What follows belongs to an exercise in optimizing a design on an open flow for small area, a short achievable clock period and few clock cycles per item; a production flow would make more cautious choices. The RTL was checked by simulation tests, not by an equivalence proof against the original design.

## job 3895
Design average, start of the top module:
module average #(
    parameter NOF_BITS = 32,
    parameter WIDTH = 32
) (
    input  wire                     clk,
    input  wire                     rst_n,
    input  wire                     start,
    input  wire                     data_first,
    input  wire                     data_last,
    input  wire [NOF_BITS-1:0]      data_in,
    output wire [NOF_BITS:0]        data_out,
    output reg                      busy,
    output reg                      TO,
    output reg                      done
);
Size in the first run: about 100 flip-flops, roughly 7200 um^2 of cells after synthesis.
export LEC_CHECK = 0
export ABC_AREA = 1
export CAP_MARGIN = 20
export CORE_MARGIN = 2
export CORE_UTILIZATION = 45
export CTS_BUF_LIST = sky130_fd_sc_hd__clkbuf_4 sky130_fd_sc_hd__clkbuf_8
export CTS_CLUSTER_SIZE = 30
export SETUP_SLACK_MARGIN = 5
export SLEW_MARGIN = 20
create_clock -name core_clock -period 8.0 [get_ports {clk}]
standard.sh (not shown) runs the stock make flow with config.mk's settings and CLKGATE_MAP_FILE= SYNTH_SCRIPT=/design/flow/synth_recipe.tcl, a recipe that flattens the netlist after the stock synthesis.
==> flow/flow/run.sh <==
#!/bin/bash
set -euo pipefail
bash standard.sh SETUP_SLACK_MARGIN=5.4 "BUFFER_PORTS_ARGS=-buffer_cell sky130_fd_sc_hd__buf_1" finish > make_finish.log 2>&1
Testbench counts of job 3895, summed over its fixed seeds: cycles 27,663, items 800.
For job 1766, these inputs were changed with respect to job 3895:
==> flow/flow/run.sh <==
#!/bin/bash
set -euo pipefail
bash standard.sh SETUP_SLACK_MARGIN=5.5 "BUFFER_PORTS_ARGS=-buffer_cell sky130_fd_sc_hd__buf_1" finish > make_finish.log 2>&1
-- flow/config.mk --
<<< job 3895, line 11
export CORE_UTILIZATION = 45
>>> job 1766, line 11
export CORE_UTILIZATION = 50
### Flow results
- Peak clock frequency supported by timing (job 1766 vs. job 3895) increases by a few percent
- Job 1766 ends up with a number of resized instances in the post-cts repair step that is 62 higher than in job 3895.
- For the proportion of layout cells with a drive suffix above 1, job 1766 came in 6.4 points higher than job 3895 did.
- Going from job 3895 to job 1766, non-clock buffer total of the final layout higher, final-layout worst hold slack grew by 0.0046 ns, slack of the critical path rose by 0.095 ns.
Changes in job 6532 relative to job 1766:
==> flow/flow/run.sh <==
#!/bin/bash
set -euo pipefail
bash standard.sh SETUP_SLACK_MARGIN=5.4 "BUFFER_PORTS_ARGS=-buffer_cell sky130_fd_sc_hd__buf_1" finish > make_finish.log 2>&1
Per the final summary, job 6532 finished and its layout is clean on timing, DRC and antenna.
Job 1766 went all the way through the flow, and no timing, DRC or antenna check failed.
Job 6532 has less setup slack than job 1766.
Going from job 1766 to job 6532, the non-clock buffer count was found to have gone down by 25%.
Job 6532 against job 1766: register area decreased by 24 um^2 relative to the old numbers, time the final worst path needs with I/O delays and setup increased by 0.068 ns relative to the old numbers, maximum number of pins on one net before global-route repair decreased by 1 relative to the old numbers, count of TritonRoute iterations in the first routing pass increased by 2 relative to the old numbers.
Layout inverter count without the clock tree down 1 in job 6532 wrt job 1766
Edits applied to the flow inputs when going from job 6532 to job 5910:
==> flow/flow/run.sh <==
#!/bin/bash
set -euo pipefail
bash standard.sh SETUP_SLACK_MARGIN=5.45 "BUFFER_PORTS_ARGS=-buffer_cell sky130_fd_sc_hd__buf_1" finish > make_finish.log 2>&1
[summary]
Delta (job 5910 minus job 6532): DRC marker count from the first detailed-route iteration now sits lower; proportion of final cell area spent on non-clock buffers now sits higher; final design area excluding fillers now sits higher; sequential cell count now sits at about the same level.
Job 5910 does better than job 6532 on minimum setup slack in the final design.
### job 5910 -> job 2010
==> flow/flow/run.sh <==
#!/bin/bash
set -euo pipefail
bash standard.sh SETUP_SLACK_MARGIN=5.4 "BUFFER_PORTS_ARGS=-buffer_cell sky130_fd_sc_hd__buf_1" finish > make_finish.log 2>&1
-- flow/config.mk --
<<< job 5910, line 11
export CORE_UTILIZATION = 50
>>> job 2010, line 11
export CORE_UTILIZATION = 58
### Flow results
Compared with job 5910, placement density in the core of job 2010 is higher.
Job 2010 gives more global routing usage on met2 than job 5910 did.
Width of the die down 8.6 um in job 2010 wrt job 5910
Critical path startpoint: q[3] -> job 2010, q[27] -> job 5910
Going from job 5910 to job 2010, the die area was shrunk.

---

average, a different RTL version from the one above (not shown whole).
Size in the first run: roughly 750 cells after synthesis, ~73 I/O pins.
export LEC_CHECK = 0
export CAP_MARGIN = 20
export CORE_MARGIN = 2
export CORE_UTILIZATION = 60
export CTS_BUF_LIST = sky130_fd_sc_hd__clkbuf_4 sky130_fd_sc_hd__clkbuf_8
export CTS_CLUSTER_SIZE = 30
export SETUP_SLACK_MARGIN = 5
export SLEW_MARGIN = 20
create_clock -name core_clock -period 8.0 [get_ports {clk}]
==> flow/flow/run.sh <==
#!/bin/bash
set -euo pipefail
bash standard.sh SETUP_SLACK_MARGIN=5.25 "BUFFER_PORTS_ARGS=-buffer_cell sky130_fd_sc_hd__buf_1" finish > make_finish.log 2>&1
The first run ran to the end with no violations.
Testbench counts at the start, summed over its fixed seeds: cycles 27,663, items 800.
Change:
Settings changed: ABC_CLOCK_PERIOD_IN_PS from default to 2700, CORE_UTILIZATION 60 to 50.
Outcome: The new run produced a clean layout; worst setup slack improved by 0.013 ns; via count came out lower by about 0.7%; die area came out higher by 19%; final cell count came out higher by 3.2%; global-route usage came out lower by 5.4 points; register-to-register slack hardly moves.
Change:
Settings changed: ABC_AREA from default to 1, ABC_CLOCK_PERIOD_IN_PS 2700 to default.
Outcome: Final area goes up by 2.1%; routed wire length is higher by 12%; die area goes up by 9.0%; count of clock-buffer cells in the layout rises by 1.
Change:
Settings changed: ABC_AREA 1 to default, CORE_UTILIZATION 50 to 42.
Outcome:
- The new run produced a clean layout
- clock skew climbs by 0.0044 ns
- wire length drops by roughly a tenth
Change:
==> flow/flow/run.sh (replaced) <==
#!/bin/bash
set -euo pipefail
bash standard.sh SETUP_SLACK_MARGIN=5.2 "BUFFER_PORTS_ARGS=-buffer_cell sky130_fd_sc_hd__buf_1" finish > make_finish.log 2>&1
Settings changed: CORE_UTILIZATION 42 to 50.
- design area falls by 2.4%
- maximum frequency rose by 0.31%
- cell count fell by 2.8%
- global-route usage rose by 2.6 points
- routed wire length shrinks by 3.7%
- worst setup slack improves by 0.0085 ns
- count of clock-buffer cells in the layout decreases by 1
- synthesized area does not change
- synthesized cell count is unchanged
Change:
==> flow/flow/run.sh (replaced) <==
#!/bin/bash
set -euo pipefail
bash standard.sh SETUP_SLACK_MARGIN=5.4 "BUFFER_PORTS_ARGS=-buffer_cell sky130_fd_sc_hd__buf_1" finish > make_finish.log 2>&1
Settings changed: ABC_AREA from default to 1.
Outcome: The new run completed with no timing, DRC or antenna violations; worst hold slack gets worse by 0.016 ns; sequential share of layout area fell by 0.96 points; via count is higher by 19%; non-clock buffer count goes down by 5; setup slack improved by 0.14 ns; area after synthesis is higher by 9.3%.

separate check: timing with driven ports:
The flow's constraints put no driver on any port. The routed layouts listed below were extracted and timed again, unchanged, in two steps.
Step 1: set_driving_cell puts a clkbuf_16 on clk and a buf_2 on each other input, an assumption about the parent block.
Step 2 also shifts input and output timing later by t, the mid clock arrival at the registers, as if the neighbouring blocks saw the same clock.
Slacks: ideal ports / drivers / drivers and shift; pairs: ideal ports / drivers.
| run | shift t [ns] | setup WS [ns] | worst hold slack (ns) | latest minus earliest clock arrival (ns) |
|---|---|---|---|---|
| job 3895 | 0.432 | 5.432 / 5.391 / 5.577 | 0.458 / 0.458 / 0.458 | 0.016 / 0.015 |
| job 1766 | 0.424 | 5.528 / 5.488 / 5.666 | 0.463 / 0.463 / 0.463 | 0.010 / 0.010 |
| job 6532 | 0.421 | 5.459 / 5.419 / 5.561 | 0.463 / 0.463 / 0.463 | 0.012 / 0.011 |
| job 5910 | 0.423 | 5.492 / 5.452 / 5.580 | 0.463 / 0.463 / 0.463 | 0.009 / 0.009 |
| job 2010 | 0.424 | 5.434 / 5.397 / 5.573 | 0.456 / 0.456 / 0.456 | 0.006 / 0.007 |
| the first run of note 2 | 0.418 | 5.321 / 5.297 / 5.321 | 0.466 / 0.466 / 0.466 | 0.017 / 0.017 |
| the second run of note 2 | 0.423 | 5.334 / 5.334 / 5.334 | 0.480 / 0.480 / 0.480 | 0.012 / 0.012 |
| the third run of note 2 | 0.427 | 5.284 / 5.246 / 5.515 | 0.462 / 0.462 / 0.462 | 0.007 / 0.008 |
| the fourth run of note 2 | 0.424 | 5.257 / 5.257 / 5.257 | 0.471 / 0.471 / 0.471 | 0.012 / 0.012 |
| the fifth run of note 2 | 0.424 | 5.265 / 5.265 / 5.265 | 0.478 / 0.478 / 0.478 | 0.011 / 0.010 |
| the sixth run of note 2 | 0.424 | 5.401 / 5.363 / 5.523 | 0.462 / 0.462 / 0.462 | 0.006 / 0.006 |
After both steps every run listed still meets setup and hold.
